This design comes from an exercise in tuning for small area on the open sky130 flow, not from production work.
In this exercise RTL edits were held to simulation tests only and were not proved equivalent to the original.

## v1
==> flow/design.v <==
module axi_timer (
  input  logic        i_cap,
  input  logic [3:0]  i_cls,
  input  logic [31:0] i_hold,
  input  logic [2:0]  i_ctrl0,
  input  logic [3:0]  i_ctrl1,
  input  logic [31:0] i_load0,
  input  logic [31:0] i_cmp0,
  input  logic [31:0] i_cnt0,
  input  logic [31:0] i_load1,
  input  logic [31:0] i_cmp1,
  input  logic [31:0] i_cnt1,
  output logic [31:0] o_rdata
);
  logic err;
  logic [7:0] sel;
  assign err = i_cap & i_cls[3];
  always_comb begin
    for (int k = 0; k < 8; k++) sel[k] = i_cap && !i_cls[3] && (i_cls[2:0] == k[2:0]);
  end
  assign o_rdata = ({32{sel[0]}} & {29'd0, i_ctrl0})
                 | ({32{sel[1]}} & i_load0)
                 | ({32{sel[2]}} & i_cmp0)
                 | ({32{sel[3]}} & i_cnt0)
                 | ({32{sel[4]}} & {28'd0, i_ctrl1})
                 | ({32{sel[5]}} & i_load1)
                 | ({32{sel[6]}} & i_cmp1)
                 | ({32{sel[7]}} & i_cnt1)
                 | ({32{err}}    & 32'hdeaddead)
                 | ({32{!i_cap}} & i_hold);
endmodule
module timer_counter (
  input  logic        clk,
  input  logic        i_en,
  input  logic        i_reload,
  input  logic        i_up,
  input  logic        i_step,
  input  logic [31:0] i_load,
  input  logic [31:0] i_cmp,
  output logic [31:0] o_value,
  output logic        o_match
);
  logic [31:0] cnt;
  logic [31:0] tgl;
  logic        eq;
  assign eq = (cnt == i_cmp);
  always_comb begin
    tgl[0] = i_step;
    for (int i = 1; i < 32; i++) tgl[i] = tgl[i-1] & (cnt[i-1] ~^ i_up);
  end
  always_ff @(posedge clk) begin
    if (!i_en || (eq && i_reload)) cnt <= i_load;
    else                           cnt <= cnt ^ tgl;
    o_match <= i_en & eq;
  end
  assign o_value = cnt;
endmodule
module axi_timer_counter_top #(
  parameter AXI_ADDR_BW_p = 12     
) (
  input logic  clk,
  input logic  rst_n,
  input logic [AXI_ADDR_BW_p-1:0] i_axi_awaddr,
  input logic  i_axi_awvalid,
  input logic [31:0] i_axi_wdata,
  input logic i_axi_wvalid,
  input logic i_axi_bready,
  input logic [AXI_ADDR_BW_p-1:0] i_axi_araddr,
  input logic i_axi_arvalid,
  input logic i_axi_rready,
  output logic o_axi_awready,
  output logic o_axi_wready,
  output logic [1:0] o_axi_bresp,
  output logic o_axi_bvalid,
  output logic o_axi_arready,
  output logic [31:0] o_axi_rdata,
  output logic [1:0] o_axi_rresp,
  output logic o_axi_rvalid,
  output logic o_cnt0_done,
  output logic o_cnt1_done
);
  logic s_rdy;                    
  logic aw_used, w_used, ar_used;
  logic bvalid, rvalid;
  logic bresp_err, rresp_err;
  always_ff @(posedge clk) s_rdy <= rst_n;
  logic       aw_hi;
  logic [2:0] aw_cls_in, aw_buf, aw_cls;
  logic [31:0] w_buf, gdata;
  assign aw_hi     = |i_axi_awaddr[AXI_ADDR_BW_p-1:5];
  assign aw_cls_in = {i_axi_awaddr[4], i_axi_awaddr[3] | aw_hi, i_axi_awaddr[2] | aw_hi};
  logic hs_aw, hs_w, vwa, vwd, go;
  assign o_axi_awready = s_rdy & !aw_used;
  assign o_axi_wready  = s_rdy & !w_used;
  assign hs_aw = i_axi_awvalid & o_axi_awready;
  assign hs_w  = i_axi_wvalid & o_axi_wready;
  assign vwa   = aw_used | hs_aw;
  assign vwd   = w_used | hs_w;
  assign go    = vwa & vwd & (!bvalid | i_axi_bready);
  logic wsel_buf, wsel_bus;
  assign wsel_buf = rst_n & w_used;
  assign wsel_bus = rst_n & !w_used;
  assign gdata  = ({32{wsel_buf}} & w_buf) | ({32{wsel_bus}} & i_axi_wdata);
  always_ff @(posedge clk) begin
    if (!aw_used) aw_buf <= aw_cls_in;
    w_buf <= gdata;
  end
  assign aw_cls = aw_used ? aw_buf : aw_cls_in;
  always_ff @(posedge clk) begin
    aw_used <= rst_n & vwa & !go;
    w_used  <= rst_n & vwd & !go;
    bvalid  <= rst_n & (go | (bvalid & !i_axi_bready));
    if (go) bresp_err <= aw_cls[1] & aw_cls[0];
  end
  assign o_axi_bvalid = bvalid;
  assign o_axi_bresp  = {bresp_err, 1'b0};
  logic [2:0]  ctrl0;             
  logic [3:0]  ctrl1;             
  logic [31:0] load0, cmp0, load1, cmp1;
  logic [7:0]  we;
  always_comb begin
    for (int k = 0; k < 8; k++) we[k] = !rst_n || (go && aw_cls == k[2:0]);
  end
  always_ff @(posedge clk) begin
    if (we[0]) ctrl0 <= gdata[2:0];
    if (we[1]) load0 <= gdata;
    if (we[2]) cmp0  <= gdata;
    if (we[4]) ctrl1 <= gdata[3:0];
    if (we[5]) load1 <= gdata;
    if (we[6]) cmp1  <= gdata;
  end
  logic [31:0] cnt0, cnt1;
  logic        m0, m1;
  timer_counter t0 (
    .clk      ( clk ),
    .i_en     ( ctrl0[0] ),
    .i_reload ( ctrl0[1] ),
    .i_up     ( ctrl0[2] ),
    .i_step   ( 1'b1 ),
    .i_load   ( load0 ),
    .i_cmp    ( cmp0 ),
    .o_value  ( cnt0 ),
    .o_match  ( m0 )
  );
  timer_counter t1 (
    .clk      ( clk ),
    .i_en     ( ctrl1[0] ),
    .i_reload ( ctrl1[1] ),
    .i_up     ( ctrl1[2] ),
    .i_step   ( !ctrl1[3] | m0 ),
    .i_load   ( load1 ),
    .i_cmp    ( cmp1 ),
    .o_value  ( cnt1 ),
    .o_match  ( m1 )
  );
  assign o_cnt0_done = m0 & ctrl0[0];
  assign o_cnt1_done = m1 & ctrl1[0];
  logic [3:0]  ar_cls_in, ar_buf, ar_cls;
  logic [31:0] rsel, rdata;
  logic        hs_ar, var_, cap;
  assign ar_cls_in = {|i_axi_araddr[AXI_ADDR_BW_p-1:5], i_axi_araddr[4:2]};
  assign o_axi_arready = s_rdy & !ar_used;
  assign hs_ar = i_axi_arvalid & o_axi_arready;
  assign var_  = ar_used | hs_ar;
  assign cap   = var_ & (!rvalid | i_axi_rready);
  always_ff @(posedge clk) begin
    if (!ar_used) ar_buf <= ar_cls_in;
  end
  assign ar_cls = ar_used ? ar_buf : ar_cls_in;
  axi_timer rmux (
    .i_cap   ( cap ),
    .i_cls   ( ar_cls ),
    .i_hold  ( rdata ),
    .i_ctrl0 ( ctrl0 ),
    .i_ctrl1 ( ctrl1 ),
    .i_load0 ( load0 ),
    .i_cmp0  ( cmp0 ),
    .i_cnt0  ( cnt0 ),
    .i_load1 ( load1 ),
    .i_cmp1  ( cmp1 ),
    .i_cnt1  ( cnt1 ),
    .o_rdata ( rsel )
  );
  always_ff @(posedge clk) begin
    ar_used <= rst_n & var_ & !cap;
    rvalid  <= rst_n & (cap | (rvalid & !i_axi_rready));
    rdata     <= rsel;
    rresp_err <= (cap & ar_cls[3]) | (!cap & rresp_err);
  end
  assign o_axi_rvalid = rvalid;
  assign o_axi_rdata  = rdata;
  assign o_axi_rresp  = {rresp_err, 1'b0};
endmodule
make LEC_CHECK=0 CAP_MARGIN=20 CORE_MARGIN=2 CORE_UTILIZATION=60 CTS_BUF_LIST=sky130_fd_sc_hd__clkbuf_16 CTS_CLUSTER_DIAMETER=150 CTS_CLUSTER_SIZE=30 SLEW_MARGIN=20 finish   # period 5.0 ns
run.sh (not shown) runs the stock make flow with config.mk's settings and CLKGATE_MAP_FILE= SYNTH_SCRIPT=/design/flow/synth_recipe.tcl, a recipe that flattens the netlist after the stock synthesis.
Input-level comparison between v22 and v1:
# v1
export LEC_CHECK = 0
export CAP_MARGIN = 20
export CORE_MARGIN = 2
export CORE_UTILIZATION = 60
export CTS_BUF_LIST = sky130_fd_sc_hd__clkbuf_16
export CTS_CLUSTER_DIAMETER = 150
export CTS_CLUSTER_SIZE = 30
export SLEW_MARGIN = 20
create_clock -name core_clock -period 5.0 [get_ports {clk}]
# v22
export LEC_CHECK = 0
export CAP_MARGIN = 20
export CORE_MARGIN = 2
export CORE_UTILIZATION = 60
export SLEW_MARGIN = 20
create_clock -name core_clock -period 5.0 [get_ports {clk}]
==> flow/flow/run.sh (new file) <==
#!/bin/bash
# Layout flow: the standard synthesis, then the combinational logic between
# the registers re-mapped for area by ABC (registers, their names and cell types
# untouched), then the standard ORFS flow from the synthesised netlist on.
set -euo pipefail
W=$(pwd)
P=${FLOW_PLATFORM:-sky130hd}
R=$W/orfs/results/$P/axi_timer_counter_top/base
LIB=$FLOW_HOME/platforms/$P/lib/sky130_fd_sc_hd__tt_025C_1v80.lib

# 1. standard synthesis
bash standard.sh synth > $W/log_1_synth.log 2>&1
cp $R/1_2_yosys.v $W/std_synth.v

# 2. re-map the logic between the registers
SEQ=$(python3 - "$LIB" <<'PY'
import re, sys
t = open(sys.argv[1]).read()
out = []
for c in re.split(r'\n\s*cell\s*\(', t)[1:]:
    name = re.match(r'"?(\w+)"?\)', c).group(1)
    if re.search(r'\n\s*(ff|latch|ff_bank|statetable)\s*\(', c):
        out.append(name)
print(' '.join(out))
PY
)
DONTUSE=$(for c in $(make -s -C $FLOW_HOME DESIGN_CONFIG=$W/config.mk WORK_HOME=$W/orfs print-DONT_USE_CELLS 2>/dev/null | sed 's/^DONT_USE_CELLS: *//'); do printf -- '-dont_use %s ' "$c"; done)
B='&get -n\n&st\n&dch\n&nf -R 1000\n&put\n'
printf "&get -n\n&st\n&deepsyn -T 60\n&put\n$B$B$B$B" > $W/remap.abc
cat > $W/remap.ys <<YS
read_liberty -ignore_miss_func -ignore_miss_dir $LIB
blackbox $SEQ
read_verilog $W/std_synth.v
hierarchy -top $FLOW_TOP
flatten
opt_clean -purge
abc -liberty $LIB -script $W/remap.abc -D 5000 $DONTUSE
opt_clean -purge
hilomap -singleton -hicell sky130_fd_sc_hd__conb_1 HI -locell sky130_fd_sc_hd__conb_1 LO
insbuf -buf sky130_fd_sc_hd__buf_4 A X
splitnets
opt_clean -purge
stat -liberty $LIB
write_verilog -noattr -noexpr -nohex -nodec $W/remapped.v
YS
yosys -s $W/remap.ys > $W/log_2_remap.log 2>&1
cp $W/remapped.v $R/1_2_yosys.v
rm -f $R/1_synth.odb

# 3. the rest of the standard flow: port buffers of the smallest size, no
#    dummy loads in the clock tree
bash standard.sh finish \
  "BUFFER_PORTS_ARGS=-buffer_cell sky130_fd_sc_hd__buf_1" \
  RECOVER_POWER=100 \
  "CTS_ARGS=-sink_clustering_enable -repair_clock_nets -sink_clustering_size 30 -sink_clustering_max_diameter 150 -buf_list sky130_fd_sc_hd__clkbuf_16 -root_buf sky130_fd_sc_hd__clkbuf_8 -tree_buf sky130_fd_sc_hd__clkbuf_8 -dont_use_dummy_load" \
  > $W/log_3_layout.log 2>&1
==> flow/standard.sh (new file) <==
#!/bin/bash
# synth_recipe.tcl (not shown) runs the flow's synth.tcl, then flattens the netlist and writes it again
# the make line also repeats each setting of config.mk as NAME=value (left out here)
make -C /OpenROAD-flow-scripts/flow DESIGN_CONFIG=/design/flow/config.mk WORK_HOME=/design/flow/orfs CLKGATE_MAP_FILE= SYNTH_SCRIPT=/design/flow/synth_recipe.tcl "${@:-finish}"
removed: flow/run.sh
Results
Relative to v1, the final cell area reported for v22 is lower. Compared with v1, v22 shows a lower number of combinational gates with multiple inputs. Going from v1 to v22, utilization after layout saw a decrease, die outline area down about 8%, path length in cells of the critical path increased 2. Of v1 and v22, the higher sequential share of layout area belongs to v22. Layout checks on v22: not met. Flow itself completed; violations: capacitance limit, slew limit. v22 against v1: area growth from synthesis to layout lower; number of top-level design ports ~0 delta. The final reports for v22 and v1 show die extent in x lower in the former. For v22, the library cell contributing the largest single delay on the critical path was clkbuf_1, unlike v1, where it was or4_1.
--- input diff v22..v46 ---
diff --git a/flow/flow/run.sh b/flow/flow/run.sh
--- a/flow/flow/run.sh
+++ b/flow/flow/run.sh
@@ -28,3 +28,9 @@
-B='&get -n\n&st\n&dch\n&nf -R 1000\n&put\n'
-printf "&get -n\n&st\n&deepsyn -T 60\n&put\n$B$B$B$B" > $W/remap.abc
-cat > $W/remap.ys <<YS
+# Candidate ABC scripts; each is checked against the standard netlist and the
+# smallest equivalent result is kept (the standard netlist if none is).
+N0='&get -n\n&st\n&dch\n&nf -R 1000\n&put\n'
+N1='&get -n\n&st\n&dch\n&nf -R 1000 -F 8 -C 32 -p\n&put\n'
+printf "$N0$N0$N0$N0" > $W/remap_a.abc
+printf "&get -n\n&st\n&deepsyn -J 50\n&put\n$N1$N1$N1$N1" > $W/remap_b.abc
+printf "&get -n\n&st\n&deepsyn -I 4 -J 50\n&put\n$N1$N1$N1$N1" > $W/remap_c.abc
+for k in a b c; do
+cat > $W/remap_$k.ys <<YS
@@ -37 +43 @@
-abc -liberty $LIB -script $W/remap.abc -D 5000 $DONTUSE
+abc -liberty $LIB -script $W/remap_$k.abc -D 5000 $DONTUSE
@@ -43,2 +49,2 @@
-stat -liberty $LIB
-write_verilog -noattr -noexpr -nohex -nodec $W/remapped.v
+tee -o $W/remap_$k.stat stat -liberty $LIB
+write_verilog -noattr -noexpr -nohex -nodec $W/remapped_$k.v
@@ -46 +52,36 @@
-yosys -s $W/remap.ys > $W/log_2_remap.log 2>&1
+cat > $W/equiv_$k.ys <<YS
+read_liberty -ignore_miss_func -ignore_miss_dir $LIB
+read_verilog $W/equiv_gold.v
+read_verilog $W/equiv_gate_$k.v
+setattr -mod -unset top gold
+rename -hide gold/w:_* gate/w:_* gold/c:_* gate/c:_*
+flatten gold gate
+opt_clean
+async2sync
+equiv_make gold gate equiv
+hierarchy -top equiv
+equiv_simple -seq 2
+equiv_induct
+equiv_status -assert
+YS
+done
+sed "s/^module $FLOW_TOP(/module gold(/" $W/std_synth.v > $W/equiv_gold.v
+for k in a b c; do
+  ( yosys -s $W/remap_$k.ys > $W/log_2_remap_$k.log 2>&1 \
+    && sed "s/^module $FLOW_TOP(/module gate(/" $W/remapped_$k.v > $W/equiv_gate_$k.v \
+    && yosys -s $W/equiv_$k.ys > $W/log_2_equiv_$k.log 2>&1 \
+    && echo ok > $W/remap_$k.ok ) || true &
+done
+wait
+cp $W/std_synth.v $W/remapped.v
+best=""
+bestarea=1e18
+for k in a b c; do
+  [[ -f $W/remap_$k.ok ]] || continue
+  a=$(sed -n "s/.*Chip area for module .*: \([0-9.]*\).*/\1/p" $W/remap_$k.stat | tail -1)
+  if python3 -c "import sys; sys.exit(0 if float('$a') < float('$bestarea') else 1)"; then
+    best=$k; bestarea=$a
+  fi
+done
+echo "remap: chose '${best:-none}' area $bestarea" > $W/log_2_remap_choice.log
+[[ -n "$best" ]] && cp $W/remapped_$best.v $W/remapped.v
@@ -54 +94,0 @@
-  RECOVER_POWER=100 \
==> comparison <==
In summary, v46 completed successfully, with a layout that passed the timing, design-rule and antenna checks. Relative to v22, sum of met2 wire segment lengths after detailed routing has decreased by 1.9% in v46. Compared v46 vs v22, and met1 track demand over resource in global routing is down in v46. For width of the die, v22 and v46 come out practically identical. v46: maximum fanout encountered on the critical timing path lower than v22. When v46 is set beside v22, its share of cells above drive strength 1 turns out to be 1.1 points larger. [compare] base=v22 new=v46: post-layout instance area grew by about 0.6%, share of the core filled with cells grew by 0.42 points, critical path depth grew by 10. The critical path endpoint comes out t1.cnt[31] in one run and rdata[11] in the other, namely in v46 and v22 respectively. Min wire length of the first global-routing pass across v46 and v22: v46.

==> port drivers added, routing unchanged <==
The flow's constraints put no driver on any port. The routed layouts listed below were extracted and timed again, unchanged, in two steps.
Step 1 (the two cells are an assumption about what drives the block):
set clk [get_ports {clk}]
set_driving_cell -lib_cell sky130_fd_sc_hd__clkbuf_16 $clk
set_driving_cell -lib_cell sky130_fd_sc_hd__buf_2 [delete_from_list [all_inputs] $clk]
Step 2 moves the port delays by t, midway between the first and last clock arrival at a register: inputs arrive t later, outputs are due t later. That takes back most of the time a late clock gives input paths.
Slacks: ideal ports / drivers / drivers and shift; pairs: ideal ports / drivers.
run	shift t [ns]	setup slack, ns	worst setup path at the end	cell pins on the clock port's net
v1	0.541	1.682 / 1.682 / 1.311	input to register	1
v22	0.557	0.313 / 0.336 / -0.221	input to register	1
v46	0.565	0.333 / 0.333 / 0.333	register to register	1
The setup slack of v22, which loses most, moves by +0.023 ns with the drivers and by -0.534 ns with both steps.
